This design comes from an exercise in tuning for small area and a short achievable clock period on the open sky130 flow, not from production work.
The RTL was checked by simulation tests, not by an equivalence proof against the original design.

Design lowp5, start of the top module:
module lowp5(signal_in, signal_out, time_constant, clock_in, reset, enable);
input enable;
input signed [27:0] signal_in;
input signed [4:0] time_constant;
input clock_in;
input reset;
output signed [27:0] signal_out;
reg [27:0] x1, y1, y2n;
reg [29:0] r;
assign signal_out = y1;
wire [27:0] x = signal_in;
wire [27:0] xm = reset ? x : x1;
wire [28:0] e = {e_s[27], e_s[26], e_s[25], e_s[24], e_s[23], e_s[22], e_s[21], e_s[20], e_s[19], e_s[18], e_s[17], e_s[16], e_s[15], e_s[14], e_s[13], e_s[12], e_s[11], e_s[10], e_s[9], e_s[8], e_s[7], e_s[6], e_s[5], e_s[4], e_s[3], e_s[2], e_s[1], e_s[0], ~e_p[0]};
wire t1s, t1c;
bq_ha ut1 (.a(y2n[2]), .b(r[0]), .s(t1s), .co(t1c));
wire t2s, t2c;
bq_fa ut2 (.a(y2n[0]), .b(r[1]), .c(~y2n[3]), .s(t2s), .co(t2c));
wire t3s, t3c;
bq_ha ut3 (.a(t1c), .b(t2s), .s(t3s), .co(t3c));
wire t4s, t4c;
bq_fa ut4 (.a(y2n[4]), .b(y2n[1]), .c(r[2]), .s(t4s), .co(t4c));
wire t5s, t5c;
bq_fa ut5 (.a(r[0]), .b(y2n[3]), .c(t4s), .s(t5s), .co(t5c));
wire t6s, t6c;
bq_fa ut6 (.a(t2c), .b(t3c), .c(t5s), .s(t6s), .co(t6c));
wire t7s, t7c;
bq_ha ut7 (.a(t6s), .b(x[2]), .s(t7s), .co(t7c));
wire t8s, t8c;
bq_fa ut8 (.a(y1[0]), .b(y2n[5]), .c(y2n[2]), .s(t8s), .co(t8c));
wire t9s, t9c;
bq_fa ut9 (.a(r[3]), .b(r[1]), .c(r[0]), .s(t9s), .co(t9c));
wire t10s, t10c;
bq_fa ut10 (.a(t4c), .b(t8s), .c(t9s), .s(t10s), .co(t10c));
wire t11s, t11c;
bq_fa ut11 (.a(t5c), .b(t10s), .c(t6c), .s(t11s), .co(t11c));
wire t12s, t12c;
bq_fa ut12 (.a(t11s), .b(x[3]), .c(x[1]), .s(t12s), .co(t12c));
wire t13s, t13c;
bq_ha ut13 (.a(x[0]), .b(t7c), .s(t13s), .co(t13c));
wire t14s, t14c;
bq_fa ut14 (.a(y1[1]), .b(y2n[6]), .c(y2n[3]), .s(t14s), .co(t14c));
wire t15s, t15c;
bq_fa ut15 (.a(r[4]), .b(r[2]), .c(r[1]), .s(t15s), .co(t15c));
wire t16s, t16c;
bq_fa ut16 (.a(t8c), .b(t9c), .c(t14s), .s(t16s), .co(t16c));
wire t17s, t17c;
bq_fa ut17 (.a(t15s), .b(t10c), .c(t16s), .s(t17s), .co(t17c));
wire t18s, t18c;
  ...
For scale: about 1400 cells after synthesis, roughly 64 I/O pins, ~0.018 mm² of cells after synthesis.
==> flow/config.mk <==
export PLATFORM = sky130hd
export DESIGN_NAME = lowp5
export DESIGN_NICKNAME = lowp5
export VERILOG_FILES = /design/flow/design.v
export SDC_FILE = /design/flow/constraint.sdc
export NUM_CORES = 4
export LEC_CHECK = 0
export CAP_MARGIN = 20
export CORE_MARGIN = 2
export CORE_UTILIZATION = 70
export CTS_BUF_LIST = sky130_fd_sc_hd__clkbuf_4 sky130_fd_sc_hd__clkbuf_8
export SLEW_MARGIN = 20
export SYNTH_HIERARCHICAL = 1
==> flow/constraint.sdc <==
create_clock -name core_clock -period 15.0 [get_ports {clock_in}]
set_input_delay 3.0000 -clock core_clock [delete_from_list [all_inputs] [get_ports {clock_in}]]
set_output_delay 3.0000 -clock core_clock [all_outputs]
set_load 0.01 [all_outputs]
standard.sh (not shown) runs the stock make flow with config.mk's settings and CLKGATE_MAP_FILE= SYNTH_SCRIPT=/design/flow/synth_recipe.tcl, a recipe that flattens the netlist after the stock synthesis.
==> flow/flow/run.sh <==
#!/bin/bash
set -euo pipefail
MARGIN=$(cat flow/margin.txt 2>/dev/null || echo 5)
bash standard.sh \
  "BUFFER_PORTS_ARGS=-buffer_cell sky130_fd_sc_hd__buf_2" \
  "SETUP_SLACK_MARGIN=$MARGIN" \
  finish > flow_make.log 2>&1
==> flow/flow/margin.txt <==
7
The starting point produced a clean layout.
Next try:
==> flow/flow/margin.txt (replaced) <==
6.5
CORE_UTILIZATION = 65   (was 70)
=>
- The new run completed without violations
- count of clock-buffer cells in the layout is unchanged
- die area came out higher by 7.5%
- register-to-register slack gets worse by 0.35 ns
- setup slack is worse by 0.35 ns
- maximum frequency fell by 4.3%
- final cell count is about the same
- hold slack got worse by 0.0091 ns
- utilization is lower by 8.0 points

==> port drivers added, routing unchanged <==
In the flow no input, the clock included, has a driving cell. The finished layouts below were timed again as built, in two steps. Step 1 assumes that a clkbuf_16 drives the clock port and a buf_2 every other input. Step 2 moves the port delays by t, midway between the first and last clock arrival at a register: inputs arrive t later, outputs are due t later. That takes back most of the time a late clock gives input paths. Three values: ideal ports, drivers, drivers and shift; two values: the first two.
| run | shift t [ns] | setup slack, ns | worst setup path at the end |
|---|---|---|---|
| the first run | 0.496 | 7.171 / 7.171 / 7.060 | input to register |
| the second run | 0.544 | 6.823 / 6.823 / 6.823 | register to register |
After both steps setup and hold are still met in every run listed. For the first run, which loses most, drivers alone change the setup slack by 0.000 ns; drivers and shift together by -0.111 ns.
